This design comes from an exercise in tuning for small area and a short achievable clock period on the open sky130 flow, not from production work.
At most, simulation tests tie the RTL to the original design; equivalence was not proved.
Function not checked in run 1: the RTL went through the layout flow alone.
No activity file was given, so power comes from the tool's default toggle rates.

==> flow/design.v, too long to show whole: its modules and the start of the top module <==
// module Decoder_2_to_4_Unit: 39 lines
// module Arithmetic_Unit: 50 lines
// module Div_Mag: 1246 lines
// module Mul_Booth: 979 lines
// module Logic_Unit: 46 lines
// module CMP_Unit: 60 lines
// module Shift_unit: 46 lines
// module ALU_Top: 74 lines
module ALU_Top #(parameter Data_In_Width = 16)
(
    input   wire            [Data_In_Width-1 : 0]    A ,
    input   wire            [Data_In_Width-1 : 0]    B ,
    input   wire                          [3 : 0]    ALU_FUN,
    input   wire                                     CLK,
    input   wire                                     RST,
    output  wire      [(2*Data_In_Width)-1 : 0]      Arith_OUT,
    output  wire                                     Arith_Flag,
    output  wire            [Data_In_Width-1 : 0]    Logic_OUT,
    output  wire                                     Logic_Flag,
    output  wire                          [1 : 0]    CMP_OUT,
    output  wire                                     CMP_Flag,
    output  wire            [Data_In_Width-1 : 0]    Shift_OUT,
    output  wire                                     Shift_Flag
);
  // ...
==> flow/flow/run.sh <==
#!/bin/bash
# The standard layout, except that the port buffers are buf_1 cells (ORFS
# otherwise picks clkdlybuf4s50_1 delay cells); every port is still buffered.
set -euo pipefail
bash standard.sh synth > synth.log 2>&1
bash standard.sh "BUFFER_PORTS_ARGS=-buffer_cell sky130_fd_sc_hd__buf_1" finish > layout.log 2>&1
==> flow/standard.sh <==
#!/bin/bash
# synth_recipe.tcl (not shown) runs the flow's synth.tcl, then flattens the netlist and writes it again
# the make line also repeats each setting of config.mk as NAME=value (left out here)
make -C /OpenROAD-flow-scripts/flow DESIGN_CONFIG=/design/flow/config.mk WORK_HOME=/design/flow/orfs CLKGATE_MAP_FILE= SYNTH_SCRIPT=/design/flow/synth_recipe.tcl "${@:-finish}"
==> flow/config.mk <==
export PLATFORM = sky130hd
export DESIGN_NAME = ALU_Top
export DESIGN_NICKNAME = ALU_Top
export VERILOG_FILES = /design/flow/design.v
export SDC_FILE = /design/flow/constraint.sdc
export NUM_CORES = 4
export LEC_CHECK = 0
export ABC_AREA = 1
export CAP_MARGIN = 20
export CORE_MARGIN = 2
export CORE_UTILIZATION = 40
export SLEW_MARGIN = 20
==> flow/constraint.sdc <==
create_clock -name core_clock -period 85.0 [get_ports {CLK}]
set_input_delay 17.0000 -clock core_clock [delete_from_list [all_inputs] [get_ports {CLK}]]
set_output_delay 17.0000 -clock core_clock [all_outputs]
set_load 0.01 [all_outputs]
==> impl_results.md, run 1 <==
- Static Leak: 9.81 nW
- Vias in the first global route: 18,300
- Die height: 221 um
- First-pass GRT wire length: 103,000 um
- Most frequent cells in the layout: nand2_1 (517), inv_1 (331), xor2_1 (252)
- Clk slew on worst S/H paths: 0.07 ns
- Number of max-cap violations: 0
- Cell taking the most area after synthesis: fa_1
- Drt total wl: 65,200 um
- Mapped cell area: 0.0188 mm2
- Post-synth EDFFs: 0
- P_clk: 0.0405 mW
- Multi-input logic area: 0.0146 mm2
- Worst setup margin: 46.58 ns
- Final core utilization: 0.426
- Multi-input combinational cell count: 2,026
- Tot Pwr: 0.515 mW
- Reg power frac: 0.075
- Worst path top cell family by delay: simple AND/OR/NAND/NOR gates
- Core ar.: 0.0466 mm2
- Unrepaired setup endpoints after global routing: false
- Maximum clock frequency: 26.0 MHz
- Status: timing/DRC/antenna clean
- Top cell type's share of synthesized area: 0.124
- # Post-CTS Setup Buffers: 0
- WL met3: 4950 um
- I/O Buffers: 107
- Pwr top: combinational cells
- Most common cell in the synthesized netlist: nand2_1
- Top layer in use: met4
- H-tree depth: 3
- Die width: 221 um
- Clk_buf instances: 9
- Seq Cell Count: 70
- Final Hold Viols: 0
- GRT busiest layer: met2
- Top post-synthesis cells by area: fa_1 (12%), xor2_1 (12%), nand2_1 (10%)
- # hold bufs at CTS: 0
- Slew Limit Fails: 0
- Seq/total area: 0.0883
- Crit Path Max Fanout: 18
- Inst Count DP: 3,257
- Gate Count Post-Synth: 2,628
- Mux cell area share after synthesis: 0.00113
- Final setup TNS: 0 ns
==> run 2: changes to the inputs <==
--- a/flow/design.v
+++ b/flow/design.v
@@ -46,9 +46,10 @@
     input   wire                                     RST_in,
     input   wire                                     arith_En,
-    input   wire            [Data_In_Width : 0]      addsub,     
     output  reg         [(2*Data_In_Width)-1 : 0]    arith_out,
     output  reg                                      arith_flag
 );
 localparam N = Data_In_Width;
+wire            sub = alu_fun[0];
+wire [N : 0]    addsub = {A_in[N-1], A_in} + ({B_in[N-1], B_in} ^ {(N+1){sub}}) + {{N{1'b0}}, sub};
 wire [2*N-1 : 0] prod;
 Mul_Booth ins_mul (.a (A_in), .b (B_in), .p (prod));
@@ -138,4 +139,6 @@
 wire x12_g3;
 wire x12_p3;
+wire x12_g4;
+wire x12_p4;
 wire hi4;
 wire [3:0] r12;
@@ -159,4 +162,6 @@
 wire x11_g4;
 wire x11_p4;
+wire x11_g5;
+wire x11_p5;
 wire hi5;
 wire [4:0] r11;
@@ -184,4 +189,8 @@
 wire x10_g5;
 wire x10_p5;
+wire x10_g6;
+wire x10_p6;
+wire x10_g7;
+wire x10_p7;
 wire hi6;
 wire [5:0] r10;
@@ -213,4 +222,8 @@
 wire x9_g6;
 wire x9_p6;
+wire x9_g7;
+wire x9_p7;
+wire x9_g8;
+wire x9_p8;
 wire hi7;
 wire [6:0] r9;
@@ -246,4 +259,10 @@
 wire x8_g7;
 wire x8_p7;
+wire x8_g8;
+wire x8_p8;
+wire x8_g9;
+wire x8_p9;
+wire x8_g10;
+wire x8_p10;
 wire hi8;
 wire [7:0] r8;
@@ -283,4 +302,10 @@
 wire x7_g8;
 wire x7_p8;
+wire x7_g9;
+wire x7_p9;
+wire x7_g10;
+wire x7_p10;
+wire x7_g11;
+wire x7_p11;
 wire hi9;
 wire [8:0] r7;
@@ -324,4 +349,12 @@
 wire x6_g9;
 wire x6_p9;
+wire x6_g10;
+wire x6_p10;
+wire x6_g11;
+wire x6_p11;
+wire x6_g12;
+wire x6_p12;
+wire x6_g13;
+wire x6_p13;
 wire hi10;
 wire [9:0] r6;
@@ -369,4 +402,12 @@
 wire x5_g10;
 wire x5_p10;
+wire x5_g11;
+wire x5_p11;
+wire x5_g12;
+wire x5_p12;
+wire x5_g13;
+wire x5_p13;
+wire x5_g14;
+wire x5_p14;
 wire hi11;
 wire [10:0] r5;
@@ -418,4 +459,14 @@
 wire x4_g11;
 wire x4_p11;
+wire x4_g12;
+wire x4_p12;
+wire x4_g13;
+wire x4_p13;
+wire x4_g14;
+wire x4_p14;
+wire x4_g15;
+wire x4_p15;
+wire x4_g16;
+wire x4_p16;
 wire hi12;
 wire [11:0] r4;
@@ -471,4 +522,14 @@
 wire x3_g12;
 wire x3_p12;
+wire x3_g13;
+wire x3_p13;
+wire x3_g14;
+wire x3_p14;
+wire x3_g15;
+wire x3_p15;
+wire x3_g16;
+wire x3_p16;
+wire x3_g17;
+wire x3_p17;
 wire hi13;
 wire [12:0] r3;
@@ -528,4 +589,16 @@
 wire x2_g13;
 wire x2_p13;
+wire x2_g14;
+wire x2_p14;
+wire x2_g15;
+wire x2_p15;
+wire x2_g16;
+wire x2_p16;
+wire x2_g17;
+wire x2_p17;
+wire x2_g18;
+wire x2_p18;
+wire x2_g19;
+wire x2_p19;
 wire hi14;
 wire [13:0] r2;
@@ -589,4 +662,16 @@
 wire x1_g14;
 wire x1_p14;
+wire x1_g15;
+wire x1_p15;
+wire x1_g16;
+wire x1_p16;
+wire x1_g17;
+wire x1_p17;
+wire x1_g18;
+wire x1_p18;
+wire x1_g19;
+wire x1_p19;
+wire x1_g20;
+wire x1_p20;
 wire hi15;
 wire [14:0] r1;
@@ -654,4 +739,18 @@
 wire x0_g15;
 wire x0_p15;
+wire x0_g16;
+wire x0_p16;
+wire x0_g17;
+wire x0_p17;
+wire x0_g18;
+wire x0_p18;
+wire x0_g19;
+wire x0_p19;
+wire x0_g20;
+wire x0_p20;
+wire x0_g21;
+wire x0_p21;
+wire x0_g22;
+wire x0_p22;
 assign g15_0 = a[15] & bx[0];
 assign p15_0 = a[15] | bx[0];
@@ -698,14 +797,16 @@
 assign x12_g1 = g12_1 | (p12_1 & g12_c);
 assign x12_p1 = p12_1 & p12_0;
-assign x12_g2 = g12_2 | (p12_2 & x12_g1);
-assign x12_p2 = p12_2 & x12_p1;
-assign x12_g3 = g12_3 | (p12_3 & x12_g2);
-assign x12_p3 = p12_3 & x12_p2;
+assign x12_g2 = g12_3 | (p12_3 & g12_2);
+assign x12_p2 = p12_3 & p12_2;
+assign x12_g3 = g12_2 | (p12_2 & x12_g1);
+assign x12_p3 = p12_2 & x12_p1;
+assign x12_g4 = x12_g2 | (x12_p2 & x12_g1);
+assign x12_p4 = x12_p2 & x12_p1;
 assign hi4 = s ? &b[15:4] : ~|b[15:4];
-assign q[12] = x12_g3 & hi4;
+assign q[12] = x12_g4 & hi4;
 assign r12[0] = a[12] ^ (q[12] & (bx[0] ^ ~s));
 assign r12[1] = r13[0] ^ (q[12] & (bx[1] ^ g12_c));
 assign r12[2] = r13[1] ^ (q[12] & (bx[2] ^ x12_g1));
-assign r12[3] = r13[2] ^ (q[12] & (bx[3] ^ x12_g2));
+assign r12[3] = r13[2] ^ (q[12] & (bx[3] ^ x12_g3));
 assign g11_0 = a[11] & bx[0];
 assign p11_0 = a[11] | bx[0];
@@ -721,17 +822,19 @@
 assign x11_g1 = g11_1 | (p11_1 & g11_c);
 assign x11_p1 = p11_1 & p11_0;
-assign x11_g2 = g11_2 | (p11_2 & x11_g1);
-assign x11_p2 = p11_2 & x11_p1;
-assign x11_g3 = g11_3 | (p11_3 & x11_g2);
-assign x11_p3 = p11_3 & x11_p2;
-assign x11_g4 = g11_4 | (p11_4 & x11_g3);
-assign x11_p4 = p11_4 & x11_p3;
+assign x11_g2 = g11_3 | (p11_3 & g11_2);
+assign x11_p2 = p11_3 & p11_2;
+assign x11_g3 = g11_2 | (p11_2 & x11_g1);
+assign x11_p3 = p11_2 & x11_p1;
+assign x11_g4 = x11_g2 | (x11_p2 & x11_g1);
+assign x11_p4 = x11_p2 & x11_p1;
+assign x11_g5 = g11_4 | (p11_4 & x11_g4);
+assign x11_p5 = p11_4 & x11_p4;
 assign hi5 = s ? &b[15:5] : ~|b[15:5];
-assign q[11] = x11_g4 & hi5;
+assign q[11] = x11_g5 & hi5;
 assign r11[0] = a[11] ^ (q[11] & (bx[0] ^ ~s));
 assign r11[1] = r12[0] ^ (q[11] & (bx[1] ^ g11_c));
 assign r11[2] = r12[1] ^ (q[11] & (bx[2] ^ x11_g1));
-assign r11[3] = r12[2] ^ (q[11] & (bx[3] ^ x11_g2));
-assign r11[4] = r12[3] ^ (q[11] & (bx[4] ^ x11_g3));
+assign r11[3] = r12[2] ^ (q[11] & (bx[3] ^ x11_g3));
+assign r11[4] = r12[3] ^ (q[11] & (bx[4] ^ x11_g4));
 assign g10_0 = a[10] & bx[0];
 assign p10_0 = a[10] | bx[0];
@@ -749,20 +852,24 @@
 assign x10_g1 = g10_1 | (p10_1 & g10_c);
 assign x10_p1 = p10_1 & p10_0;
-assign x10_g2 = g10_2 | (p10_2 & x10_g1);
-assign x10_p2 = p10_2 & x10_p1;
-assign x10_g3 = g10_3 | (p10_3 & x10_g2);
-assign x10_p3 = p10_3 & x10_p2;
-assign x10_g4 = g10_4 | (p10_4 & x10_g3);
-assign x10_p4 = p10_4 & x10_p3;
-assign x10_g5 = g10_5 | (p10_5 & x10_g4);
-assign x10_p5 = p10_5 & x10_p4;
+assign x10_g2 = g10_3 | (p10_3 & g10_2);
+assign x10_p2 = p10_3 & p10_2;
+assign x10_g3 = g10_5 | (p10_5 & g10_4);
+assign x10_p3 = p10_5 & p10_4;
+assign x10_g4 = g10_2 | (p10_2 & x10_g1);
+assign x10_p4 = p10_2 & x10_p1;
+assign x10_g5 = x10_g2 | (x10_p2 & x10_g1);
+assign x10_p5 = x10_p2 & x10_p1;
+assign x10_g6 = g10_4 | (p10_4 & x10_g5);
+assign x10_p6 = p10_4 & x10_p5;
+assign x10_g7 = x10_g3 | (x10_p3 & x10_g5);
+assign x10_p7 = x10_p3 & x10_p5;
 assign hi6 = s ? &b[15:6] : ~|b[15:6];
-assign q[10] = x10_g5 & hi6;
+assign q[10] = x10_g7 & hi6;
 assign r10[0] = a[10] ^ (q[10] & (bx[0] ^ ~s));
 assign r10[1] = r11[0] ^ (q[10] & (bx[1] ^ g10_c));
 assign r10[2] = r11[1] ^ (q[10] & (bx[2] ^ x10_g1));
-assign r10[3] = r11[2] ^ (q[10] & (bx[3] ^ x10_g2));
-assign r10[4] = r11[3] ^ (q[10] & (bx[4] ^ x10_g3));
-assign r10[5] = r11[4] ^ (q[10] & (bx[5] ^ x10_g4));
+assign r10[3] = r11[2] ^ (q[10] & (bx[3] ^ x10_g4));
+assign r10[4] = r11[3] ^ (q[10] & (bx[4] ^ x10_g5));
+assign r10[5] = r11[4] ^ (q[10] & (bx[5] ^ x10_g6));
 assign g9_0 = a[9] & bx[0];
 assign p9_0 = a[9] | bx[0];
@@ -782,23 +889,27 @@
 assign x9_g1 = g9_1 | (p9_1 & g9_c);
 assign x9_p1 = p9_1 & p9_0;
-assign x9_g2 = g9_2 | (p9_2 & x9_g1);
-assign x9_p2 = p9_2 & x9_p1;
-assign x9_g3 = g9_3 | (p9_3 & x9_g2);
-assign x9_p3 = p9_3 & x9_p2;
-assign x9_g4 = g9_4 | (p9_4 & x9_g3);
-assign x9_p4 = p9_4 & x9_p3;
-assign x9_g5 = g9_5 | (p9_5 & x9_g4);
-assign x9_p5 = p9_5 & x9_p4;
-assign x9_g6 = g9_6 | (p9_6 & x9_g5);
-assign x9_p6 = p9_6 & x9_p5;
+assign x9_g2 = g9_3 | (p9_3 & g9_2);
+assign x9_p2 = p9_3 & p9_2;
+assign x9_g3 = g9_5 | (p9_5 & g9_4);
+assign x9_p3 = p9_5 & p9_4;
+assign x9_g4 = g9_2 | (p9_2 & x9_g1);
+assign x9_p4 = p9_2 & x9_p1;
+assign x9_g5 = x9_g2 | (x9_p2 & x9_g1);
+assign x9_p5 = x9_p2 & x9_p1;
+assign x9_g6 = g9_4 | (p9_4 & x9_g5);
+assign x9_p6 = p9_4 & x9_p5;
+assign x9_g7 = x9_g3 | (x9_p3 & x9_g5);
+assign x9_p7 = x9_p3 & x9_p5;
+assign x9_g8 = g9_6 | (p9_6 & x9_g7);
+assign x9_p8 = p9_6 & x9_p7;
 assign hi7 = s ? &b[15:7] : ~|b[15:7];
-assign q[9] = x9_g6 & hi7;
+assign q[9] = x9_g8 & hi7;
 assign r9[0] = a[9] ^ (q[9] & (bx[0] ^ ~s));
 assign r9[1] = r10[0] ^ (q[9] & (bx[1] ^ g9_c));
 assign r9[2] = r10[1] ^ (q[9] & (bx[2] ^ x9_g1));
-assign r9[3] = r10[2] ^ (q[9] & (bx[3] ^ x9_g2));
-assign r9[4] = r10[3] ^ (q[9] & (bx[4] ^ x9_g3));
-assign r9[5] = r10[4] ^ (q[9] & (bx[5] ^ x9_g4));
-assign r9[6] = r10[5] ^ (q[9] & (bx[6] ^ x9_g5));
+assign r9[3] = r10[2] ^ (q[9] & (bx[3] ^ x9_g4));
+assign r9[4] = r10[3] ^ (q[9] & (bx[4] ^ x9_g5));
+assign r9[5] = r10[4] ^ (q[9] & (bx[5] ^ x9_g6));
+assign r9[6] = r10[5] ^ (q[9] & (bx[6] ^ x9_g7));
 assign g8_0 = a[8] & bx[0];
 assign p8_0 = a[8] | bx[0];
@@ -820,26 +931,32 @@
 assign x8_g1 = g8_1 | (p8_1 & g8_c);
 assign x8_p1 = p8_1 & p8_0;
-assign x8_g2 = g8_2 | (p8_2 & x8_g1);
-assign x8_p2 = p8_2 & x8_p1;
-assign x8_g3 = g8_3 | (p8_3 & x8_g2);
-assign x8_p3 = p8_3 & x8_p2;
-assign x8_g4 = g8_4 | (p8_4 & x8_g3);
-assign x8_p4 = p8_4 & x8_p3;
-assign x8_g5 = g8_5 | (p8_5 & x8_g4);
-assign x8_p5 = p8_5 & x8_p4;
-assign x8_g6 = g8_6 | (p8_6 & x8_g5);
-assign x8_p6 = p8_6 & x8_p5;
-assign x8_g7 = g8_7 | (p8_7 & x8_g6);
-assign x8_p7 = p8_7 & x8_p6;
+assign x8_g2 = g8_3 | (p8_3 & g8_2);
+assign x8_p2 = p8_3 & p8_2;
+assign x8_g3 = g8_5 | (p8_5 & g8_4);
+assign x8_p3 = p8_5 & p8_4;
+assign x8_g4 = g8_7 | (p8_7 & g8_6);
+assign x8_p4 = p8_7 & p8_6;
+assign x8_g5 = g8_2 | (p8_2 & x8_g1);
+assign x8_p5 = p8_2 & x8_p1;
+assign x8_g6 = x8_g2 | (x8_p2 & x8_g1);
+assign x8_p6 = x8_p2 & x8_p1;
+assign x8_g7 = g8_4 | (p8_4 & x8_g6);
+assign x8_p7 = p8_4 & x8_p6;
+assign x8_g8 = x8_g3 | (x8_p3 & x8_g6);
+assign x8_p8 = x8_p3 & x8_p6;
+assign x8_g9 = g8_6 | (p8_6 & x8_g8);
+assign x8_p9 = p8_6 & x8_p8;
+assign x8_g10 = x8_g4 | (x8_p4 & x8_g8);
+assign x8_p10 = x8_p4 & x8_p8;
 assign hi8 = s ? &b[15:8] : ~|b[15:8];
-assign q[8] = x8_g7 & hi8;
+assign q[8] = x8_g10 & hi8;
 assign r8[0] = a[8] ^ (q[8] & (bx[0] ^ ~s));
 assign r8[1] = r9[0] ^ (q[8] & (bx[1] ^ g8_c));
 assign r8[2] = r9[1] ^ (q[8] & (bx[2] ^ x8_g1));
-assign r8[3] = r9[2] ^ (q[8] & (bx[3] ^ x8_g2));
-assign r8[4] = r9[3] ^ (q[8] & (bx[4] ^ x8_g3));
-assign r8[5] = r9[4] ^ (q[8] & (bx[5] ^ x8_g4));
-assign r8[6] = r9[5] ^ (q[8] & (bx[6] ^ x8_g5));
-assign r8[7] = r9[6] ^ (q[8] & (bx[7] ^ x8_g6));
+assign r8[3] = r9[2] ^ (q[8] & (bx[3] ^ x8_g5));
+assign r8[4] = r9[3] ^ (q[8] & (bx[4] ^ x8_g6));
+assign r8[5] = r9[4] ^ (q[8] & (bx[5] ^ x8_g7));
+assign r8[6] = r9[5] ^ (q[8] & (bx[6] ^ x8_g8));
+assign r8[7] = r9[6] ^ (q[8] & (bx[7] ^ x8_g9));
 assign g7_0 = a[7] & bx[0];
 assign p7_0 = a[7] | bx[0];
@@ -863,29 +980,35 @@
 assign x7_g1 = g7_1 | (p7_1 & g7_c);
 assign x7_p1 = p7_1 & p7_0;
-assign x7_g2 = g7_2 | (p7_2 & x7_g1);
-assign x7_p2 = p7_2 & x7_p1;
-assign x7_g3 = g7_3 | (p7_3 & x7_g2);
-assign x7_p3 = p7_3 & x7_p2;
-assign x7_g4 = g7_4 | (p7_4 & x7_g3);
-assign x7_p4 = p7_4 & x7_p3;
-assign x7_g5 = g7_5 | (p7_5 & x7_g4);
-assign x7_p5 = p7_5 & x7_p4;
-assign x7_g6 = g7_6 | (p7_6 & x7_g5);
-assign x7_p6 = p7_6 & x7_p5;
-assign x7_g7 = g7_7 | (p7_7 & x7_g6);
-assign x7_p7 = p7_7 & x7_p6;
-assign x7_g8 = g7_8 | (p7_8 & x7_g7);
-assign x7_p8 = p7_8 & x7_p7;
+assign x7_g2 = g7_3 | (p7_3 & g7_2);
+assign x7_p2 = p7_3 & p7_2;
+assign x7_g3 = g7_5 | (p7_5 & g7_4);
+assign x7_p3 = p7_5 & p7_4;
+assign x7_g4 = g7_7 | (p7_7 & g7_6);
+assign x7_p4 = p7_7 & p7_6;
+assign x7_g5 = g7_2 | (p7_2 & x7_g1);
+assign x7_p5 = p7_2 & x7_p1;
+assign x7_g6 = x7_g2 | (x7_p2 & x7_g1);
+assign x7_p6 = x7_p2 & x7_p1;
+assign x7_g7 = g7_4 | (p7_4 & x7_g6);
+assign x7_p7 = p7_4 & x7_p6;
+assign x7_g8 = x7_g3 | (x7_p3 & x7_g6);
+assign x7_p8 = x7_p3 & x7_p6;
+assign x7_g9 = g7_6 | (p7_6 & x7_g8);
+assign x7_p9 = p7_6 & x7_p8;
+assign x7_g10 = x7_g4 | (x7_p4 & x7_g8);
+assign x7_p10 = x7_p4 & x7_p8;
+assign x7_g11 = g7_8 | (p7_8 & x7_g10);
+assign x7_p11 = p7_8 & x7_p10;
 assign hi9 = s ? &b[15:9] : ~|b[15:9];
-assign q[7] = x7_g8 & hi9;
+assign q[7] = x7_g11 & hi9;
 assign r7[0] = a[7] ^ (q[7] & (bx[0] ^ ~s));
 assign r7[1] = r8[0] ^ (q[7] & (bx[1] ^ g7_c));
 assign r7[2] = r8[1] ^ (q[7] & (bx[2] ^ x7_g1));
-assign r7[3] = r8[2] ^ (q[7] & (bx[3] ^ x7_g2));
-assign r7[4] = r8[3] ^ (q[7] & (bx[4] ^ x7_g3));
-assign r7[5] = r8[4] ^ (q[7] & (bx[5] ^ x7_g4));
-assign r7[6] = r8[5] ^ (q[7] & (bx[6] ^ x7_g5));
-assign r7[7] = r8[6] ^ (q[7] & (bx[7] ^ x7_g6));
-assign r7[8] = r8[7] ^ (q[7] & (bx[8] ^ x7_g7));
+assign r7[3] = r8[2] ^ (q[7] & (bx[3] ^ x7_g5));
+assign r7[4] = r8[3] ^ (q[7] & (bx[4] ^ x7_g6));
+assign r7[5] = r8[4] ^ (q[7] & (bx[5] ^ x7_g7));
+assign r7[6] = r8[5] ^ (q[7] & (bx[6] ^ x7_g8));
+assign r7[7] = r8[6] ^ (q[7] & (bx[7] ^ x7_g9));
+assign r7[8] = r8[7] ^ (q[7] & (bx[8] ^ x7_g10));
 assign g6_0 = a[6] & bx[0];
 assign p6_0 = a[6] | bx[0];
@@ -911,32 +1034,40 @@
 assign x6_g1 = g6_1 | (p6_1 & g6_c);
 assign x6_p1 = p6_1 & p6_0;
-assign x6_g2 = g6_2 | (p6_2 & x6_g1);
-assign x6_p2 = p6_2 & x6_p1;
-assign x6_g3 = g6_3 | (p6_3 & x6_g2);
-assign x6_p3 = p6_3 & x6_p2;
-assign x6_g4 = g6_4 | (p6_4 & x6_g3);
-assign x6_p4 = p6_4 & x6_p3;
-assign x6_g5 = g6_5 | (p6_5 & x6_g4);
-assign x6_p5 = p6_5 & x6_p4;
-assign x6_g6 = g6_6 | (p6_6 & x6_g5);
-assign x6_p6 = p6_6 & x6_p5;
-assign x6_g7 = g6_7 | (p6_7 & x6_g6);
-assign x6_p7 = p6_7 & x6_p6;
-assign x6_g8 = g6_8 | (p6_8 & x6_g7);
-assign x6_p8 = p6_8 & x6_p7;
-assign x6_g9 = g6_9 | (p6_9 & x6_g8);
-assign x6_p9 = p6_9 & x6_p8;
+assign x6_g2 = g6_3 | (p6_3 & g6_2);
+assign x6_p2 = p6_3 & p6_2;
+assign x6_g3 = g6_5 | (p6_5 & g6_4);
+assign x6_p3 = p6_5 & p6_4;
+assign x6_g4 = g6_7 | (p6_7 & g6_6);
+assign x6_p4 = p6_7 & p6_6;
+assign x6_g5 = g6_9 | (p6_9 & g6_8);
+assign x6_p5 = p6_9 & p6_8;
+assign x6_g6 = g6_2 | (p6_2 & x6_g1);
+assign x6_p6 = p6_2 & x6_p1;
+assign x6_g7 = x6_g2 | (x6_p2 & x6_g1);
+assign x6_p7 = x6_p2 & x6_p1;
+assign x6_g8 = g6_4 | (p6_4 & x6_g7);
+assign x6_p8 = p6_4 & x6_p7;
+assign x6_g9 = x6_g3 | (x6_p3 & x6_g7);
+assign x6_p9 = x6_p3 & x6_p7;
+assign x6_g10 = g6_6 | (p6_6 & x6_g9);
+assign x6_p10 = p6_6 & x6_p9;
+assign x6_g11 = x6_g4 | (x6_p4 & x6_g9);
+assign x6_p11 = x6_p4 & x6_p9;
+assign x6_g12 = g6_8 | (p6_8 & x6_g11);
+assign x6_p12 = p6_8 & x6_p11;
+assign x6_g13 = x6_g5 | (x6_p5 & x6_g11);
+assign x6_p13 = x6_p5 & x6_p11;
 assign hi10 = s ? &b[15:10] : ~|b[15:10];
-assign q[6] = x6_g9 & hi10;
+assign q[6] = x6_g13 & hi10;
 assign r6[0] = a[6] ^ (q[6] & (bx[0] ^ ~s));
 assign r6[1] = r7[0] ^ (q[6] & (bx[1] ^ g6_c));
 assign r6[2] = r7[1] ^ (q[6] & (bx[2] ^ x6_g1));
-assign r6[3] = r7[2] ^ (q[6] & (bx[3] ^ x6_g2));
-assign r6[4] = r7[3] ^ (q[6] & (bx[4] ^ x6_g3));
-assign r6[5] = r7[4] ^ (q[6] & (bx[5] ^ x6_g4));
-assign r6[6] = r7[5] ^ (q[6] & (bx[6] ^ x6_g5));
-assign r6[7] = r7[6] ^ (q[6] & (bx[7] ^ x6_g6));
-assign r6[8] = r7[7] ^ (q[6] & (bx[8] ^ x6_g7));
-assign r6[9] = r7[8] ^ (q[6] & (bx[9] ^ x6_g8));
+assign r6[3] = r7[2] ^ (q[6] & (bx[3] ^ x6_g6));
+assign r6[4] = r7[3] ^ (q[6] & (bx[4] ^ x6_g7));
+assign r6[5] = r7[4] ^ (q[6] & (bx[5] ^ x6_g8));
+assign r6[6] = r7[5] ^ (q[6] & (bx[6] ^ x6_g9));
+assign r6[7] = r7[6] ^ (q[6] & (bx[7] ^ x6_g10));
+assign r6[8] = r7[7] ^ (q[6] & (bx[8] ^ x6_g11));
+assign r6[9] = r7[8] ^ (q[6] & (bx[9] ^ x6_g12));
 assign g5_0 = a[5] & bx[0];
 assign p5_0 = a[5] | bx[0];
@@ -964,35 +1095,43 @@
 assign x5_g1 = g5_1 | (p5_1 & g5_c);
 assign x5_p1 = p5_1 & p5_0;
-assign x5_g2 = g5_2 | (p5_2 & x5_g1);
-assign x5_p2 = p5_2 & x5_p1;
-assign x5_g3 = g5_3 | (p5_3 & x5_g2);
-assign x5_p3 = p5_3 & x5_p2;
-assign x5_g4 = g5_4 | (p5_4 & x5_g3);
-assign x5_p4 = p5_4 & x5_p3;
-assign x5_g5 = g5_5 | (p5_5 & x5_g4);
-assign x5_p5 = p5_5 & x5_p4;
-assign x5_g6 = g5_6 | (p5_6 & x5_g5);
-assign x5_p6 = p5_6 & x5_p5;
-assign x5_g7 = g5_7 | (p5_7 & x5_g6);
-assign x5_p7 = p5_7 & x5_p6;
-assign x5_g8 = g5_8 | (p5_8 & x5_g7);
-assign x5_p8 = p5_8 & x5_p7;
-assign x5_g9 = g5_9 | (p5_9 & x5_g8);
-assign x5_p9 = p5_9 & x5_p8;
-assign x5_g10 = g5_10 | (p5_10 & x5_g9);
-assign x5_p10 = p5_10 & x5_p9;
+assign x5_g2 = g5_3 | (p5_3 & g5_2);
+assign x5_p2 = p5_3 & p5_2;
+assign x5_g3 = g5_5 | (p5_5 & g5_4);
+assign x5_p3 = p5_5 & p5_4;
+assign x5_g4 = g5_7 | (p5_7 & g5_6);
+assign x5_p4 = p5_7 & p5_6;
+assign x5_g5 = g5_9 | (p5_9 & g5_8);
+assign x5_p5 = p5_9 & p5_8;
+assign x5_g6 = g5_2 | (p5_2 & x5_g1);
+assign x5_p6 = p5_2 & x5_p1;
+assign x5_g7 = x5_g2 | (x5_p2 & x5_g1);
+assign x5_p7 = x5_p2 & x5_p1;
+assign x5_g8 = g5_4 | (p5_4 & x5_g7);
+assign x5_p8 = p5_4 & x5_p7;
+assign x5_g9 = x5_g3 | (x5_p3 & x5_g7);
+assign x5_p9 = x5_p3 & x5_p7;
+assign x5_g10 = g5_6 | (p5_6 & x5_g9);
+assign x5_p10 = p5_6 & x5_p9;
+assign x5_g11 = x5_g4 | (x5_p4 & x5_g9);
+assign x5_p11 = x5_p4 & x5_p9;
+assign x5_g12 = g5_8 | (p5_8 & x5_g11);
+assign x5_p12 = p5_8 & x5_p11;
+assign x5_g13 = x5_g5 | (x5_p5 & x5_g11);
+assign x5_p13 = x5_p5 & x5_p11;
+assign x5_g14 = g5_10 | (p5_10 & x5_g13);
+assign x5_p14 = p5_10 & x5_p13;
 assign hi11 = s ? &b[15:11] : ~|b[15:11];
-assign q[5] = x5_g10 & hi11;
+assign q[5] = x5_g14 & hi11;
 assign r5[0] = a[5] ^ (q[5] & (bx[0] ^ ~s));
 assign r5[1] = r6[0] ^ (q[5] & (bx[1] ^ g5_c));
 assign r5[2] = r6[1] ^ (q[5] & (bx[2] ^ x5_g1));
-assign r5[3] = r6[2] ^ (q[5] & (bx[3] ^ x5_g2));
-assign r5[4] = r6[3] ^ (q[5] & (bx[4] ^ x5_g3));
-assign r5[5] = r6[4] ^ (q[5] & (bx[5] ^ x5_g4));
-assign r5[6] = r6[5] ^ (q[5] & (bx[6] ^ x5_g5));
-assign r5[7] = r6[6] ^ (q[5] & (bx[7] ^ x5_g6));
-assign r5[8] = r6[7] ^ (q[5] & (bx[8] ^ x5_g7));
-assign r5[9] = r6[8] ^ (q[5] & (bx[9] ^ x5_g8));
-assign r5[10] = r6[9] ^ (q[5] & (bx[10] ^ x5_g9));
+assign r5[3] = r6[2] ^ (q[5] & (bx[3] ^ x5_g6));
+assign r5[4] = r6[3] ^ (q[5] & (bx[4] ^ x5_g7));
+assign r5[5] = r6[4] ^ (q[5] & (bx[5] ^ x5_g8));
+assign r5[6] = r6[5] ^ (q[5] & (bx[6] ^ x5_g9));
+assign r5[7] = r6[6] ^ (q[5] & (bx[7] ^ x5_g10));
+assign r5[8] = r6[7] ^ (q[5] & (bx[8] ^ x5_g11));
+assign r5[9] = r6[8] ^ (q[5] & (bx[9] ^ x5_g12));
+assign r5[10] = r6[9] ^ (q[5] & (bx[10] ^ x5_g13));
 assign g4_0 = a[4] & bx[0];
 assign p4_0 = a[4] | bx[0];
@@ -1022,38 +1161,48 @@
 assign x4_g1 = g4_1 | (p4_1 & g4_c);
 assign x4_p1 = p4_1 & p4_0;
-assign x4_g2 = g4_2 | (p4_2 & x4_g1);
-assign x4_p2 = p4_2 & x4_p1;
-assign x4_g3 = g4_3 | (p4_3 & x4_g2);
-assign x4_p3 = p4_3 & x4_p2;
-assign x4_g4 = g4_4 | (p4_4 & x4_g3);
-assign x4_p4 = p4_4 & x4_p3;
-assign x4_g5 = g4_5 | (p4_5 & x4_g4);
-assign x4_p5 = p4_5 & x4_p4;
-assign x4_g6 = g4_6 | (p4_6 & x4_g5);
-assign x4_p6 = p4_6 & x4_p5;
-assign x4_g7 = g4_7 | (p4_7 & x4_g6);
-assign x4_p7 = p4_7 & x4_p6;
-assign x4_g8 = g4_8 | (p4_8 & x4_g7);
-assign x4_p8 = p4_8 & x4_p7;
-assign x4_g9 = g4_9 | (p4_9 & x4_g8);
-assign x4_p9 = p4_9 & x4_p8;
-assign x4_g10 = g4_10 | (p4_10 & x4_g9);
-assign x4_p10 = p4_10 & x4_p9;
-assign x4_g11 = g4_11 | (p4_11 & x4_g10);
-assign x4_p11 = p4_11 & x4_p10;
+assign x4_g2 = g4_3 | (p4_3 & g4_2);
+assign x4_p2 = p4_3 & p4_2;
+assign x4_g3 = g4_5 | (p4_5 & g4_4);
+assign x4_p3 = p4_5 & p4_4;
+assign x4_g4 = g4_7 | (p4_7 & g4_6);
+assign x4_p4 = p4_7 & p4_6;
+assign x4_g5 = g4_9 | (p4_9 & g4_8);
+assign x4_p5 = p4_9 & p4_8;
+assign x4_g6 = g4_11 | (p4_11 & g4_10);
+assign x4_p6 = p4_11 & p4_10;
+assign x4_g7 = g4_2 | (p4_2 & x4_g1);
+assign x4_p7 = p4_2 & x4_p1;
+assign x4_g8 = x4_g2 | (x4_p2 & x4_g1);
+assign x4_p8 = x4_p2 & x4_p1;
+assign x4_g9 = g4_4 | (p4_4 & x4_g8);
+assign x4_p9 = p4_4 & x4_p8;
+assign x4_g10 = x4_g3 | (x4_p3 & x4_g8);
+assign x4_p10 = x4_p3 & x4_p8;
+assign x4_g11 = g4_6 | (p4_6 & x4_g10);
+assign x4_p11 = p4_6 & x4_p10;
+assign x4_g12 = x4_g4 | (x4_p4 & x4_g10);
+assign x4_p12 = x4_p4 & x4_p10;
+assign x4_g13 = g4_8 | (p4_8 & x4_g12);
+assign x4_p13 = p4_8 & x4_p12;
+assign x4_g14 = x4_g5 | (x4_p5 & x4_g12);
+assign x4_p14 = x4_p5 & x4_p12;
+assign x4_g15 = g4_10 | (p4_10 & x4_g14);
+assign x4_p15 = p4_10 & x4_p14;
+assign x4_g16 = x4_g6 | (x4_p6 & x4_g14);
+assign x4_p16 = x4_p6 & x4_p14;
 assign hi12 = s ? &b[15:12] : ~|b[15:12];
-assign q[4] = x4_g11 & hi12;
+assign q[4] = x4_g16 & hi12;
 assign r4[0] = a[4] ^ (q[4] & (bx[0] ^ ~s));
 assign r4[1] = r5[0] ^ (q[4] & (bx[1] ^ g4_c));
 assign r4[2] = r5[1] ^ (q[4] & (bx[2] ^ x4_g1));
-assign r4[3] = r5[2] ^ (q[4] & (bx[3] ^ x4_g2));
-assign r4[4] = r5[3] ^ (q[4] & (bx[4] ^ x4_g3));
-assign r4[5] = r5[4] ^ (q[4] & (bx[5] ^ x4_g4));
-assign r4[6] = r5[5] ^ (q[4] & (bx[6] ^ x4_g5));
-assign r4[7] = r5[6] ^ (q[4] & (bx[7] ^ x4_g6));
-assign r4[8] = r5[7] ^ (q[4] & (bx[8] ^ x4_g7));
-assign r4[9] = r5[8] ^ (q[4] & (bx[9] ^ x4_g8));
-assign r4[10] = r5[9] ^ (q[4] & (bx[10] ^ x4_g9));
-assign r4[11] = r5[10] ^ (q[4] & (bx[11] ^ x4_g10));
+assign r4[3] = r5[2] ^ (q[4] & (bx[3] ^ x4_g7));
+assign r4[4] = r5[3] ^ (q[4] & (bx[4] ^ x4_g8));
+assign r4[5] = r5[4] ^ (q[4] & (bx[5] ^ x4_g9));
+assign r4[6] = r5[5] ^ (q[4] & (bx[6] ^ x4_g10));
+assign r4[7] = r5[6] ^ (q[4] & (bx[7] ^ x4_g11));
+assign r4[8] = r5[7] ^ (q[4] & (bx[8] ^ x4_g12));
+assign r4[9] = r5[8] ^ (q[4] & (bx[9] ^ x4_g13));
+assign r4[10] = r5[9] ^ (q[4] & (bx[10] ^ x4_g14));
+assign r4[11] = r5[10] ^ (q[4] & (bx[11] ^ x4_g15));
 assign g3_0 = a[3] & bx[0];
 assign p3_0 = a[3] | bx[0];
@@ -1085,41 +1234,51 @@
 assign x3_g1 = g3_1 | (p3_1 & g3_c);
 assign x3_p1 = p3_1 & p3_0;
-assign x3_g2 = g3_2 | (p3_2 & x3_g1);
-assign x3_p2 = p3_2 & x3_p1;
-assign x3_g3 = g3_3 | (p3_3 & x3_g2);
-assign x3_p3 = p3_3 & x3_p2;
-assign x3_g4 = g3_4 | (p3_4 & x3_g3);
-assign x3_p4 = p3_4 & x3_p3;
-assign x3_g5 = g3_5 | (p3_5 & x3_g4);
-assign x3_p5 = p3_5 & x3_p4;
-assign x3_g6 = g3_6 | (p3_6 & x3_g5);
-assign x3_p6 = p3_6 & x3_p5;
-assign x3_g7 = g3_7 | (p3_7 & x3_g6);
-assign x3_p7 = p3_7 & x3_p6;
-assign x3_g8 = g3_8 | (p3_8 & x3_g7);
-assign x3_p8 = p3_8 & x3_p7;
-assign x3_g9 = g3_9 | (p3_9 & x3_g8);
-assign x3_p9 = p3_9 & x3_p8;
-assign x3_g10 = g3_10 | (p3_10 & x3_g9);
-assign x3_p10 = p3_10 & x3_p9;
-assign x3_g11 = g3_11 | (p3_11 & x3_g10);
-assign x3_p11 = p3_11 & x3_p10;
-assign x3_g12 = g3_12 | (p3_12 & x3_g11);
-assign x3_p12 = p3_12 & x3_p11;
+assign x3_g2 = g3_3 | (p3_3 & g3_2);
+assign x3_p2 = p3_3 & p3_2;
+assign x3_g3 = g3_5 | (p3_5 & g3_4);
+assign x3_p3 = p3_5 & p3_4;
+assign x3_g4 = g3_7 | (p3_7 & g3_6);
+assign x3_p4 = p3_7 & p3_6;
+assign x3_g5 = g3_9 | (p3_9 & g3_8);
+assign x3_p5 = p3_9 & p3_8;
+assign x3_g6 = g3_11 | (p3_11 & g3_10);
+assign x3_p6 = p3_11 & p3_10;
+assign x3_g7 = g3_2 | (p3_2 & x3_g1);
+assign x3_p7 = p3_2 & x3_p1;
+assign x3_g8 = x3_g2 | (x3_p2 & x3_g1);
+assign x3_p8 = x3_p2 & x3_p1;
+assign x3_g9 = g3_4 | (p3_4 & x3_g8);
+assign x3_p9 = p3_4 & x3_p8;
+assign x3_g10 = x3_g3 | (x3_p3 & x3_g8);
+assign x3_p10 = x3_p3 & x3_p8;
+assign x3_g11 = g3_6 | (p3_6 & x3_g10);
+assign x3_p11 = p3_6 & x3_p10;
+assign x3_g12 = x3_g4 | (x3_p4 & x3_g10);
+assign x3_p12 = x3_p4 & x3_p10;
+assign x3_g13 = g3_8 | (p3_8 & x3_g12);
+assign x3_p13 = p3_8 & x3_p12;
+assign x3_g14 = x3_g5 | (x3_p5 & x3_g12);
+assign x3_p14 = x3_p5 & x3_p12;
+assign x3_g15 = g3_10 | (p3_10 & x3_g14);
+assign x3_p15 = p3_10 & x3_p14;
+assign x3_g16 = x3_g6 | (x3_p6 & x3_g14);
+assign x3_p16 = x3_p6 & x3_p14;
+assign x3_g17 = g3_12 | (p3_12 & x3_g16);
+assign x3_p17 = p3_12 & x3_p16;
 assign hi13 = s ? &b[15:13] : ~|b[15:13];
-assign q[3] = x3_g12 & hi13;
+assign q[3] = x3_g17 & hi13;
 assign r3[0] = a[3] ^ (q[3] & (bx[0] ^ ~s));
 assign r3[1] = r4[0] ^ (q[3] & (bx[1] ^ g3_c));
 assign r3[2] = r4[1] ^ (q[3] & (bx[2] ^ x3_g1));
-assign r3[3] = r4[2] ^ (q[3] & (bx[3] ^ x3_g2));
-assign r3[4] = r4[3] ^ (q[3] & (bx[4] ^ x3_g3));
-assign r3[5] = r4[4] ^ (q[3] & (bx[5] ^ x3_g4));
-assign r3[6] = r4[5] ^ (q[3] & (bx[6] ^ x3_g5));
-assign r3[7] = r4[6] ^ (q[3] & (bx[7] ^ x3_g6));
-assign r3[8] = r4[7] ^ (q[3] & (bx[8] ^ x3_g7));
-assign r3[9] = r4[8] ^ (q[3] & (bx[9] ^ x3_g8));
-assign r3[10] = r4[9] ^ (q[3] & (bx[10] ^ x3_g9));
-assign r3[11] = r4[10] ^ (q[3] & (bx[11] ^ x3_g10));
-assign r3[12] = r4[11] ^ (q[3] & (bx[12] ^ x3_g11));
+assign r3[3] = r4[2] ^ (q[3] & (bx[3] ^ x3_g7));
+assign r3[4] = r4[3] ^ (q[3] & (bx[4] ^ x3_g8));
+assign r3[5] = r4[4] ^ (q[3] & (bx[5] ^ x3_g9));
+assign r3[6] = r4[5] ^ (q[3] & (bx[6] ^ x3_g10));
+assign r3[7] = r4[6] ^ (q[3] & (bx[7] ^ x3_g11));
+assign r3[8] = r4[7] ^ (q[3] & (bx[8] ^ x3_g12));
+assign r3[9] = r4[8] ^ (q[3] & (bx[9] ^ x3_g13));
+assign r3[10] = r4[9] ^ (q[3] & (bx[10] ^ x3_g14));
+assign r3[11] = r4[10] ^ (q[3] & (bx[11] ^ x3_g15));
+assign r3[12] = r4[11] ^ (q[3] & (bx[12] ^ x3_g16));
 assign g2_0 = a[2] & bx[0];
 assign p2_0 = a[2] | bx[0];
@@ -1153,44 +1312,56 @@
 assign x2_g1 = g2_1 | (p2_1 & g2_c);
 assign x2_p1 = p2_1 & p2_0;
-assign x2_g2 = g2_2 | (p2_2 & x2_g1);
-assign x2_p2 = p2_2 & x2_p1;
-assign x2_g3 = g2_3 | (p2_3 & x2_g2);
-assign x2_p3 = p2_3 & x2_p2;
-assign x2_g4 = g2_4 | (p2_4 & x2_g3);
-assign x2_p4 = p2_4 & x2_p3;
-assign x2_g5 = g2_5 | (p2_5 & x2_g4);
-assign x2_p5 = p2_5 & x2_p4;
-assign x2_g6 = g2_6 | (p2_6 & x2_g5);
-assign x2_p6 = p2_6 & x2_p5;
-assign x2_g7 = g2_7 | (p2_7 & x2_g6);
-assign x2_p7 = p2_7 & x2_p6;
-assign x2_g8 = g2_8 | (p2_8 & x2_g7);
-assign x2_p8 = p2_8 & x2_p7;
-assign x2_g9 = g2_9 | (p2_9 & x2_g8);
-assign x2_p9 = p2_9 & x2_p8;
-assign x2_g10 = g2_10 | (p2_10 & x2_g9);
-assign x2_p10 = p2_10 & x2_p9;
-assign x2_g11 = g2_11 | (p2_11 & x2_g10);
-assign x2_p11 = p2_11 & x2_p10;
-assign x2_g12 = g2_12 | (p2_12 & x2_g11);
-assign x2_p12 = p2_12 & x2_p11;
-assign x2_g13 = g2_13 | (p2_13 & x2_g12);
-assign x2_p13 = p2_13 & x2_p12;
+assign x2_g2 = g2_3 | (p2_3 & g2_2);
+assign x2_p2 = p2_3 & p2_2;
+assign x2_g3 = g2_5 | (p2_5 & g2_4);
+assign x2_p3 = p2_5 & p2_4;
+assign x2_g4 = g2_7 | (p2_7 & g2_6);
+assign x2_p4 = p2_7 & p2_6;
+assign x2_g5 = g2_9 | (p2_9 & g2_8);
+assign x2_p5 = p2_9 & p2_8;
+assign x2_g6 = g2_11 | (p2_11 & g2_10);
+assign x2_p6 = p2_11 & p2_10;
+assign x2_g7 = g2_13 | (p2_13 & g2_12);
+assign x2_p7 = p2_13 & p2_12;
+assign x2_g8 = g2_2 | (p2_2 & x2_g1);
+assign x2_p8 = p2_2 & x2_p1;
+assign x2_g9 = x2_g2 | (x2_p2 & x2_g1);
+assign x2_p9 = x2_p2 & x2_p1;
+assign x2_g10 = g2_4 | (p2_4 & x2_g9);
+assign x2_p10 = p2_4 & x2_p9;
+assign x2_g11 = x2_g3 | (x2_p3 & x2_g9);
+assign x2_p11 = x2_p3 & x2_p9;
+assign x2_g12 = g2_6 | (p2_6 & x2_g11);
+assign x2_p12 = p2_6 & x2_p11;
+assign x2_g13 = x2_g4 | (x2_p4 & x2_g11);
+assign x2_p13 = x2_p4 & x2_p11;
+assign x2_g14 = g2_8 | (p2_8 & x2_g13);
+assign x2_p14 = p2_8 & x2_p13;
+assign x2_g15 = x2_g5 | (x2_p5 & x2_g13);
+assign x2_p15 = x2_p5 & x2_p13;
+assign x2_g16 = g2_10 | (p2_10 & x2_g15);
+assign x2_p16 = p2_10 & x2_p15;
+assign x2_g17 = x2_g6 | (x2_p6 & x2_g15);
+assign x2_p17 = x2_p6 & x2_p15;
+assign x2_g18 = g2_12 | (p2_12 & x2_g17);
+assign x2_p18 = p2_12 & x2_p17;
+assign x2_g19 = x2_g7 | (x2_p7 & x2_g17);
+assign x2_p19 = x2_p7 & x2_p17;
 assign hi14 = s ? &b[15:14] : ~|b[15:14];
-assign q[2] = x2_g13 & hi14;
+assign q[2] = x2_g19 & hi14;
 assign r2[0] = a[2] ^ (q[2] & (bx[0] ^ ~s));
 assign r2[1] = r3[0] ^ (q[2] & (bx[1] ^ g2_c));
 assign r2[2] = r3[1] ^ (q[2] & (bx[2] ^ x2_g1));
-assign r2[3] = r3[2] ^ (q[2] & (bx[3] ^ x2_g2));
-assign r2[4] = r3[3] ^ (q[2] & (bx[4] ^ x2_g3));
-assign r2[5] = r3[4] ^ (q[2] & (bx[5] ^ x2_g4));
-assign r2[6] = r3[5] ^ (q[2] & (bx[6] ^ x2_g5));
-assign r2[7] = r3[6] ^ (q[2] & (bx[7] ^ x2_g6));
-assign r2[8] = r3[7] ^ (q[2] & (bx[8] ^ x2_g7));
-assign r2[9] = r3[8] ^ (q[2] & (bx[9] ^ x2_g8));
-assign r2[10] = r3[9] ^ (q[2] & (bx[10] ^ x2_g9));
-assign r2[11] = r3[10] ^ (q[2] & (bx[11] ^ x2_g10));
-assign r2[12] = r3[11] ^ (q[2] & (bx[12] ^ x2_g11));
-assign r2[13] = r3[12] ^ (q[2] & (bx[13] ^ x2_g12));
+assign r2[3] = r3[2] ^ (q[2] & (bx[3] ^ x2_g8));
+assign r2[4] = r3[3] ^ (q[2] & (bx[4] ^ x2_g9));
+assign r2[5] = r3[4] ^ (q[2] & (bx[5] ^ x2_g10));
+assign r2[6] = r3[5] ^ (q[2] & (bx[6] ^ x2_g11));
+assign r2[7] = r3[6] ^ (q[2] & (bx[7] ^ x2_g12));
+assign r2[8] = r3[7] ^ (q[2] & (bx[8] ^ x2_g13));
+assign r2[9] = r3[8] ^ (q[2] & (bx[9] ^ x2_g14));
+assign r2[10] = r3[9] ^ (q[2] & (bx[10] ^ x2_g15));
+assign r2[11] = r3[10] ^ (q[2] & (bx[11] ^ x2_g16));
+assign r2[12] = r3[11] ^ (q[2] & (bx[12] ^ x2_g17));
+assign r2[13] = r3[12] ^ (q[2] & (bx[13] ^ x2_g18));
 assign g1_0 = a[1] & bx[0];
 assign p1_0 = a[1] | bx[0];
@@ -1226,47 +1397,59 @@
 assign x1_g1 = g1_1 | (p1_1 & g1_c);
 assign x1_p1 = p1_1 & p1_0;
-assign x1_g2 = g1_2 | (p1_2 & x1_g1);
-assign x1_p2 = p1_2 & x1_p1;
-assign x1_g3 = g1_3 | (p1_3 & x1_g2);
-assign x1_p3 = p1_3 & x1_p2;
-assign x1_g4 = g1_4 | (p1_4 & x1_g3);
-assign x1_p4 = p1_4 & x1_p3;
-assign x1_g5 = g1_5 | (p1_5 & x1_g4);
-assign x1_p5 = p1_5 & x1_p4;
-assign x1_g6 = g1_6 | (p1_6 & x1_g5);
-assign x1_p6 = p1_6 & x1_p5;
-assign x1_g7 = g1_7 | (p1_7 & x1_g6);
-assign x1_p7 = p1_7 & x1_p6;
-assign x1_g8 = g1_8 | (p1_8 & x1_g7);
-assign x1_p8 = p1_8 & x1_p7;
-assign x1_g9 = g1_9 | (p1_9 & x1_g8);
-assign x1_p9 = p1_9 & x1_p8;
-assign x1_g10 = g1_10 | (p1_10 & x1_g9);
-assign x1_p10 = p1_10 & x1_p9;
-assign x1_g11 = g1_11 | (p1_11 & x1_g10);
-assign x1_p11 = p1_11 & x1_p10;
-assign x1_g12 = g1_12 | (p1_12 & x1_g11);
-assign x1_p12 = p1_12 & x1_p11;
-assign x1_g13 = g1_13 | (p1_13 & x1_g12);
-assign x1_p13 = p1_13 & x1_p12;
-assign x1_g14 = g1_14 | (p1_14 & x1_g13);
-assign x1_p14 = p1_14 & x1_p13;
+assign x1_g2 = g1_3 | (p1_3 & g1_2);
+assign x1_p2 = p1_3 & p1_2;
+assign x1_g3 = g1_5 | (p1_5 & g1_4);
+assign x1_p3 = p1_5 & p1_4;
+assign x1_g4 = g1_7 | (p1_7 & g1_6);
+assign x1_p4 = p1_7 & p1_6;
+assign x1_g5 = g1_9 | (p1_9 & g1_8);
+assign x1_p5 = p1_9 & p1_8;
+assign x1_g6 = g1_11 | (p1_11 & g1_10);
+assign x1_p6 = p1_11 & p1_10;
+assign x1_g7 = g1_13 | (p1_13 & g1_12);
+assign x1_p7 = p1_13 & p1_12;
+assign x1_g8 = g1_2 | (p1_2 & x1_g1);
+assign x1_p8 = p1_2 & x1_p1;
+assign x1_g9 = x1_g2 | (x1_p2 & x1_g1);
+assign x1_p9 = x1_p2 & x1_p1;
+assign x1_g10 = g1_4 | (p1_4 & x1_g9);
+assign x1_p10 = p1_4 & x1_p9;
+assign x1_g11 = x1_g3 | (x1_p3 & x1_g9);
+assign x1_p11 = x1_p3 & x1_p9;
+assign x1_g12 = g1_6 | (p1_6 & x1_g11);
+assign x1_p12 = p1_6 & x1_p11;
+assign x1_g13 = x1_g4 | (x1_p4 & x1_g11);
+assign x1_p13 = x1_p4 & x1_p11;
+assign x1_g14 = g1_8 | (p1_8 & x1_g13);
+assign x1_p14 = p1_8 & x1_p13;
+assign x1_g15 = x1_g5 | (x1_p5 & x1_g13);
+assign x1_p15 = x1_p5 & x1_p13;
+assign x1_g16 = g1_10 | (p1_10 & x1_g15);
+assign x1_p16 = p1_10 & x1_p15;
+assign x1_g17 = x1_g6 | (x1_p6 & x1_g15);
+assign x1_p17 = x1_p6 & x1_p15;
+assign x1_g18 = g1_12 | (p1_12 & x1_g17);
+assign x1_p18 = p1_12 & x1_p17;
+assign x1_g19 = x1_g7 | (x1_p7 & x1_g17);
+assign x1_p19 = x1_p7 & x1_p17;
+assign x1_g20 = g1_14 | (p1_14 & x1_g19);
+assign x1_p20 = p1_14 & x1_p19;
 assign hi15 = s ? &b[15:15] : ~|b[15:15];
-assign q[1] = x1_g14 & hi15;
+assign q[1] = x1_g20 & hi15;
 assign r1[0] = a[1] ^ (q[1] & (bx[0] ^ ~s));
 assign r1[1] = r2[0] ^ (q[1] & (bx[1] ^ g1_c));
 assign r1[2] = r2[1] ^ (q[1] & (bx[2] ^ x1_g1));
-assign r1[3] = r2[2] ^ (q[1] & (bx[3] ^ x1_g2));
-assign r1[4] = r2[3] ^ (q[1] & (bx[4] ^ x1_g3));
-assign r1[5] = r2[4] ^ (q[1] & (bx[5] ^ x1_g4));
-assign r1[6] = r2[5] ^ (q[1] & (bx[6] ^ x1_g5));
-assign r1[7] = r2[6] ^ (q[1] & (bx[7] ^ x1_g6));
-assign r1[8] = r2[7] ^ (q[1] & (bx[8] ^ x1_g7));
-assign r1[9] = r2[8] ^ (q[1] & (bx[9] ^ x1_g8));
-assign r1[10] = r2[9] ^ (q[1] & (bx[10] ^ x1_g9));
-assign r1[11] = r2[10] ^ (q[1] & (bx[11] ^ x1_g10));
-assign r1[12] = r2[11] ^ (q[1] & (bx[12] ^ x1_g11));
-assign r1[13] = r2[12] ^ (q[1] & (bx[13] ^ x1_g12));
-assign r1[14] = r2[13] ^ (q[1] & (bx[14] ^ x1_g13));
+assign r1[3] = r2[2] ^ (q[1] & (bx[3] ^ x1_g8));
+assign r1[4] = r2[3] ^ (q[1] & (bx[4] ^ x1_g9));
+assign r1[5] = r2[4] ^ (q[1] & (bx[5] ^ x1_g10));
+assign r1[6] = r2[5] ^ (q[1] & (bx[6] ^ x1_g11));
+assign r1[7] = r2[6] ^ (q[1] & (bx[7] ^ x1_g12));
+assign r1[8] = r2[7] ^ (q[1] & (bx[8] ^ x1_g13));
+assign r1[9] = r2[8] ^ (q[1] & (bx[9] ^ x1_g14));
+assign r1[10] = r2[9] ^ (q[1] & (bx[10] ^ x1_g15));
+assign r1[11] = r2[10] ^ (q[1] & (bx[11] ^ x1_g16));
+assign r1[12] = r2[11] ^ (q[1] & (bx[12] ^ x1_g17));
+assign r1[13] = r2[12] ^ (q[1] & (bx[13] ^ x1_g18));
+assign r1[14] = r2[13] ^ (q[1] & (bx[14] ^ x1_g19));
 assign g0_0 = a[0] & bx[0];
 assign p0_0 = a[0] | bx[0];
@@ -1304,33 +1487,47 @@
 assign x0_g1 = g0_1 | (p0_1 & g0_c);
 assign x0_p1 = p0_1 & p0_0;
-assign x0_g2 = g0_2 | (p0_2 & x0_g1);
-assign x0_p2 = p0_2 & x0_p1;
-assign x0_g3 = g0_3 | (p0_3 & x0_g2);
-assign x0_p3 = p0_3 & x0_p2;
-assign x0_g4 = g0_4 | (p0_4 & x0_g3);
-assign x0_p4 = p0_4 & x0_p3;
-assign x0_g5 = g0_5 | (p0_5 & x0_g4);
-assign x0_p5 = p0_5 & x0_p4;
-assign x0_g6 = g0_6 | (p0_6 & x0_g5);
-assign x0_p6 = p0_6 & x0_p5;
-assign x0_g7 = g0_7 | (p0_7 & x0_g6);
-assign x0_p7 = p0_7 & x0_p6;
-assign x0_g8 = g0_8 | (p0_8 & x0_g7);
-assign x0_p8 = p0_8 & x0_p7;
-assign x0_g9 = g0_9 | (p0_9 & x0_g8);
-assign x0_p9 = p0_9 & x0_p8;
-assign x0_g10 = g0_10 | (p0_10 & x0_g9);
-assign x0_p10 = p0_10 & x0_p9;
-assign x0_g11 = g0_11 | (p0_11 & x0_g10);
-assign x0_p11 = p0_11 & x0_p10;
-assign x0_g12 = g0_12 | (p0_12 & x0_g11);
-assign x0_p12 = p0_12 & x0_p11;
-assign x0_g13 = g0_13 | (p0_13 & x0_g12);
-assign x0_p13 = p0_13 & x0_p12;
-assign x0_g14 = g0_14 | (p0_14 & x0_g13);
-assign x0_p14 = p0_14 & x0_p13;
-assign x0_g15 = g0_15 | (p0_15 & x0_g14);
-assign x0_p15 = p0_15 & x0_p14;
-assign q[0] = x0_g15 & 1'b1;
+assign x0_g2 = g0_3 | (p0_3 & g0_2);
+assign x0_p2 = p0_3 & p0_2;
+assign x0_g3 = g0_5 | (p0_5 & g0_4);
+assign x0_p3 = p0_5 & p0_4;
+assign x0_g4 = g0_7 | (p0_7 & g0_6);
+assign x0_p4 = p0_7 & p0_6;
+assign x0_g5 = g0_9 | (p0_9 & g0_8);
+assign x0_p5 = p0_9 & p0_8;
+assign x0_g6 = g0_11 | (p0_11 & g0_10);
+assign x0_p6 = p0_11 & p0_10;
+assign x0_g7 = g0_13 | (p0_13 & g0_12);
+assign x0_p7 = p0_13 & p0_12;
+assign x0_g8 = g0_15 | (p0_15 & g0_14);
+assign x0_p8 = p0_15 & p0_14;
+assign x0_g9 = g0_2 | (p0_2 & x0_g1);
+assign x0_p9 = p0_2 & x0_p1;
+assign x0_g10 = x0_g2 | (x0_p2 & x0_g1);
+assign x0_p10 = x0_p2 & x0_p1;
+assign x0_g11 = g0_4 | (p0_4 & x0_g10);
+assign x0_p11 = p0_4 & x0_p10;
+assign x0_g12 = x0_g3 | (x0_p3 & x0_g10);
+assign x0_p12 = x0_p3 & x0_p10;
+assign x0_g13 = g0_6 | (p0_6 & x0_g12);
+assign x0_p13 = p0_6 & x0_p12;
+assign x0_g14 = x0_g4 | (x0_p4 & x0_g12);
+assign x0_p14 = x0_p4 & x0_p12;
+assign x0_g15 = g0_8 | (p0_8 & x0_g14);
+assign x0_p15 = p0_8 & x0_p14;
+assign x0_g16 = x0_g5 | (x0_p5 & x0_g14);
+assign x0_p16 = x0_p5 & x0_p14;
+assign x0_g17 = g0_10 | (p0_10 & x0_g16);
+assign x0_p17 = p0_10 & x0_p16;
+assign x0_g18 = x0_g6 | (x0_p6 & x0_g16);
+assign x0_p18 = x0_p6 & x0_p16;
+assign x0_g19 = g0_12 | (p0_12 & x0_g18);
+assign x0_p19 = p0_12 & x0_p18;
+assign x0_g20 = x0_g7 | (x0_p7 & x0_g18);
+assign x0_p20 = x0_p7 & x0_p18;
+assign x0_g21 = g0_14 | (p0_14 & x0_g20);
+assign x0_p21 = p0_14 & x0_p20;
+assign x0_g22 = x0_g8 | (x0_p8 & x0_g20);
+assign x0_p22 = x0_p8 & x0_p20;
+assign q[0] = x0_g22 & 1'b1;
 endmodule
 module Mul_Booth
@@ -2367,11 +2564,8 @@
     input   wire                                     RST_in,
     input   wire                                     cmp_En,
-    input   wire                                     a_lt_b,     
     output  reg             [1 : 0]                  cmp_out,
     output  reg                                      cmp_flag
 );
 wire    [1 : 0]   alu_fun_LSBs = alu_fun[1:0];      
-wire              a_eq_b = (A_in == B_in);
-wire              a_gt_b = ~a_lt_b & ~a_eq_b;
 reg     [1 : 0]   cmp_out_comb;
 reg     cmp_flag_comb;
@@ -2380,5 +2574,5 @@
         if (!RST_in)
             begin
-                cmp_out  <= 2'b0;
+                cmp_out  <= 'sb0;
                 cmp_flag <= 1'b0;
             end
@@ -2396,17 +2590,17 @@
                 2'b00 : begin
                             cmp_flag_comb = 1'b0;
-                            cmp_out_comb = 2'd0;
+                            cmp_out_comb = 'sb0;
                         end
                 2'b01 : begin
                             cmp_flag_comb = 1'b1;
-                            cmp_out_comb = a_eq_b ? 2'd1 : 2'd0;
+                            cmp_out_comb = (A_in == B_in) ? 'sd1 : 'sd0;
                         end
                 2'b10 : begin
                             cmp_flag_comb = 1'b1;
-                            cmp_out_comb = a_gt_b ? 2'd2 : 2'd0;
+                            cmp_out_comb = (A_in > B_in) ?  'sd2 : 'sd0;
                         end
-                2'b11 : begin
+                2'b11 : begin   
                             cmp_flag_comb = 1'b1;
-                            cmp_out_comb = a_lt_b ? 2'd3 : 2'd0;
+                            cmp_out_comb = (A_in < B_in) ?  'sd3 : 'sd0;
                         end
                 endcase
@@ -2415,5 +2609,5 @@
             begin
                 cmp_flag_comb = 1'b0;
-                cmp_out_comb = 2'd0;
+                cmp_out_comb = 'sb0;
             end
     end
@@ -2485,8 +2679,4 @@
 wire    CMP_Enable;
 wire    Shift_Enable;
-wire                         Sub_Sel = ALU_FUN[0] | ALU_FUN[3];
-wire    [Data_In_Width : 0]  Add_Sub = {A[Data_In_Width-1], A}
-                                     + ({B[Data_In_Width-1], B} ^ {(Data_In_Width+1){Sub_Sel}})
-                                     + {{Data_In_Width{1'b0}}, Sub_Sel};
 Decoder_2_to_4_Unit ins_Decoder_2_to_4_Unit (
     .alu_fun (ALU_FUN),
@@ -2503,5 +2693,4 @@
     .RST_in (RST),
     .arith_En (Arith_Enable),
-    .addsub (Add_Sub),
     .arith_out (Arith_OUT),
     .arith_flag (Arith_Flag)
@@ -2524,5 +2713,4 @@
     .RST_in (RST),
     .cmp_En (CMP_Enable),
-    .a_lt_b (Add_Sub[Data_In_Width]),
     .cmp_out (CMP_OUT),
     .cmp_flag (CMP_Flag)
==> flow/flow/run.sh (replaced) <==
#!/bin/bash
# The standard layout, except that the port buffers are buf_1 cells (ORFS
# otherwise picks clkdlybuf4s50_1 delay cells; every port is still buffered),
# and repair_timing aims for 47 ns of setup slack (an optimisation target
# only: the clock and constraints are unchanged).
set -euo pipefail
bash standard.sh synth > synth.log 2>&1
bash standard.sh "BUFFER_PORTS_ARGS=-buffer_cell sky130_fd_sc_hd__buf_1" SETUP_SLACK_MARGIN=47 finish > layout.log 2>&1
--- a/flow/config.mk
+++ b/flow/config.mk
@@ -10,3 +10,6 @@
 export CORE_MARGIN = 2
 export CORE_UTILIZATION = 40
+export CTS_BUF_LIST = sky130_fd_sc_hd__clkbuf_8
+export CTS_CLUSTER_SIZE = 25
+export GPL_TIMING_DRIVEN = 1
 export SLEW_MARGIN = 20
==> run 2 against run 1 <==
Effect of this change: still clean on timing, DRC and antenna; worst hold slack got worse by 0.28 ns; die area fell by 0.76%; cell count rose by 3.3%; sequential power fell by 1%; sequential share of layout area rose by 0.052 points; synthesized cell count rose by 4.1%; global-route usage rose by 1.8 points; total power rose by 1.2%; setup slack improved by 2.8 ns; wire length rose by 4.8%; combinational power rose by 3%; fmax rose by 7.7%; critical path type unchanged; critical endpoint is now ins_Arithmetic_Unit.arith_out[20]$_DFF_PN0_.
==> impl_results.md, run 2 <==
- First-pass iteration count of the detailed router: 5
- Worst path top cell family by delay: simple AND/OR/NAND/NOR gates
- Top post-synthesis cells by area: fa_1 (13%), nand2_1 (12%), xor2_1 (11%)
- Final Hold Viols: 0 (unchanged)
- Tot Pwr: 0.522 mW (+1.2%)
- Most common cell in the synthesized netlist: nand2_1
- Critical Path AT: 35.91 ns
- Most frequent cells in the layout: nand2_1 (604), inv_1 (318), xor2_1 (242)
- Unrepaired setup endpoints after global routing: false
- Slew Limit Fails: 0 (unchanged)
- Status: timing/DRC/antenna clean
- Final setup TNS: 0 ns (unchanged)
- CTS Buffer Depth: 2
- Gate Count Post-Synth: 2,735 (+4.1%)
- I/O Buffers: 107 (unchanged)
- Core ar.: 0.0464 mm2 (-0.42%)
- Cell taking the most area after synthesis: fa_1
- Vias in the first global route: 18,400 (+0.76%)
- Final HPWL DP: 51,000 um
- Syn nets: 3,000
- Clk sinks: 70
- Number of max-cap violations: 0 (unchanged)
- Drt total wl: 68,400 um (+4.8%)
- Hold Path Class: input port to async pin
- Top flop regs: ins_Arithmetic_Unit.arith_out: 32 flops, ins_Logic_unit.logic_out: 16 flops, ins_Shift_Unit.shift_out: 16 flops
- Most used cell, CP: nand2_1
- Syn. warnings: 5
- Clk slew on worst S/H paths: 0.09 ns (+0.02 ns)
- Multi-input logic area: 0.0148 mm2 (+1.4%)
- Register cell area after layout: 0.00175 mm2
- Crit Path Max Fanout: 16 (-2)
- Residual DRC: 0
- Die height: 220 um (-0.38%)
- Worst Tran Pin Value: 1.10 ns
- First-pass GRT wire length: 105,000 um (+2.0%)
- Most common cell after layout, fill and taps aside: nand2_1
- Relative slew slack: 0.264
- Inst Count DP: 3,363 (+3.3%)
- Crit path buffers/inverters: 13
- Top cell type's share of synthesized area: 0.125 (+0.000966)
- Post-synth EDFFs: 0 (unchanged)
- Die width: 220 um (-0.38%)
- Final core utilization: 0.425 (-0.000666)
- Mapped cell area: 0.0187 mm2 (-0.77%)
- Static Leak: 9.92 nW (+1.1%)
- Maximum clock frequency: 28.0 MHz (+7.7%)
- H-tree depth: 3 (unchanged)
- Sequential share of the synthesized area: 0.0937
- Crit. End Element: register
## run 2: cell types whose count changed in the layout (fill, tap and decap cells not counted), sizes merged, moves of 18 or more
cell and delta:
nand2 +78, o21ai +74, nand3 -56, inv -21
xor2 -20, a21oi +18
## run 2: kinds of logic (layout without fill, tap and decap cells)
| logic type | count (synthesis) | after routing | synth area share |
|---|---|---|---|
| flops | 70 | 70 | 0.0937 |
| xor+xnor | 285 | 285 | 0.140 |
| buf+inv | 505 | 544 | 0.120 |
| fa+ha+maj | 227 | 227 | 0.199 |
| compound gates | 495 | 495 | 0.153 |
| mux | 2 | 2 | 0.00114 |
| other cells | 0 | 1 | 0 |
| simple gates | 1151 | 1151 | 0.294 |
## run 2: per-stage QoR
step	hold slack [ns]	setup slack (ns)	cell area, um2
5_1_grt	16.59	47.01	19700
3_5_place_dp	17.25	48.63	19400
3_3_place_gp	17.23	49.16	19400
6_report	16.57	49.33	19700
4_1_cts	16.82	49.02	19700
2_1_floorplan	16.70	52.30	18700
## run 2: final cells by class
type	instances	area share
Multi-Input combinational cell	2160	0.748
Sequential cell	70	0.0888
Inverter	379	0.0754
Tap cell	607	0.0385
Timing Repair Buffer	148	0.0374
Clock buffer	9	0.00628
Clock inverter	7	0.00495
Timing Repair inverter	1	0.000254
Antenna cell	1	0.000127
## run 2: path summary, 6_finish.rpt
path,start,endpoint,slack (ns),cells past startpoint
max,A[13],ins_Arithmetic_Unit.arith_out[20]$_DFF_PN0_,49.33,168
min,RST,ins_Arithmetic_Unit.arith_out[23]$_DFF_PN0_,16.57,1
max in group asynchronous,RST,ins_Arithmetic_Unit.arith_out[4]$_DFF_PN0_,67.83,2
min in group core_clock,ALU_FUN[2],ins_Shift_Unit.shift_out[0]$_DFF_PN0_,16.92,3
## run 2: layer usage
layer,up-vias,global-route usage,share of wire
li1,8948,-,-
met4,0,0.136,0.050
met1,9092,0.371,0.42
met5,-,0,0
met2,844,0.455,0.45
met3,189,0.0331,0.074
## run 2: power breakdown
part	internal (mW)	switching [mW]	leakage [nW]
sequential	0.0372	0.00126	0.941
combinational	0.168	0.283	8.87
clock	0.0166	0.0156	0.111
## run 2: what timing repair did
action,4_1_cts,5_1_grt
setup buffers,0,0
hold buffers,0,0
resized for setup,0,21
setup endpoints to repair,0,19

## afterwards: timing with drivers on the ports
The results above use ideal ports. As a check the final layouts listed here were re-extracted and re-timed, cells and wires unchanged. Step 1 assumes that a clkbuf_16 drives the clock port and a buf_2 every other input. Step 2 times the ports against the registers' clock, not the clock port: input delays grow and output delays shrink by t, the midpoint of the rising clock arrivals with the driver on. Three values: ideal, step 1, step 2; two values: the first two.
run	t, ns	setup WS [ns]
run 1	0.394	46.581 / 46.603 / 46.210
run 2	0.434	49.333 / 49.356 / 48.921
After both steps setup and hold are still met in every run listed.
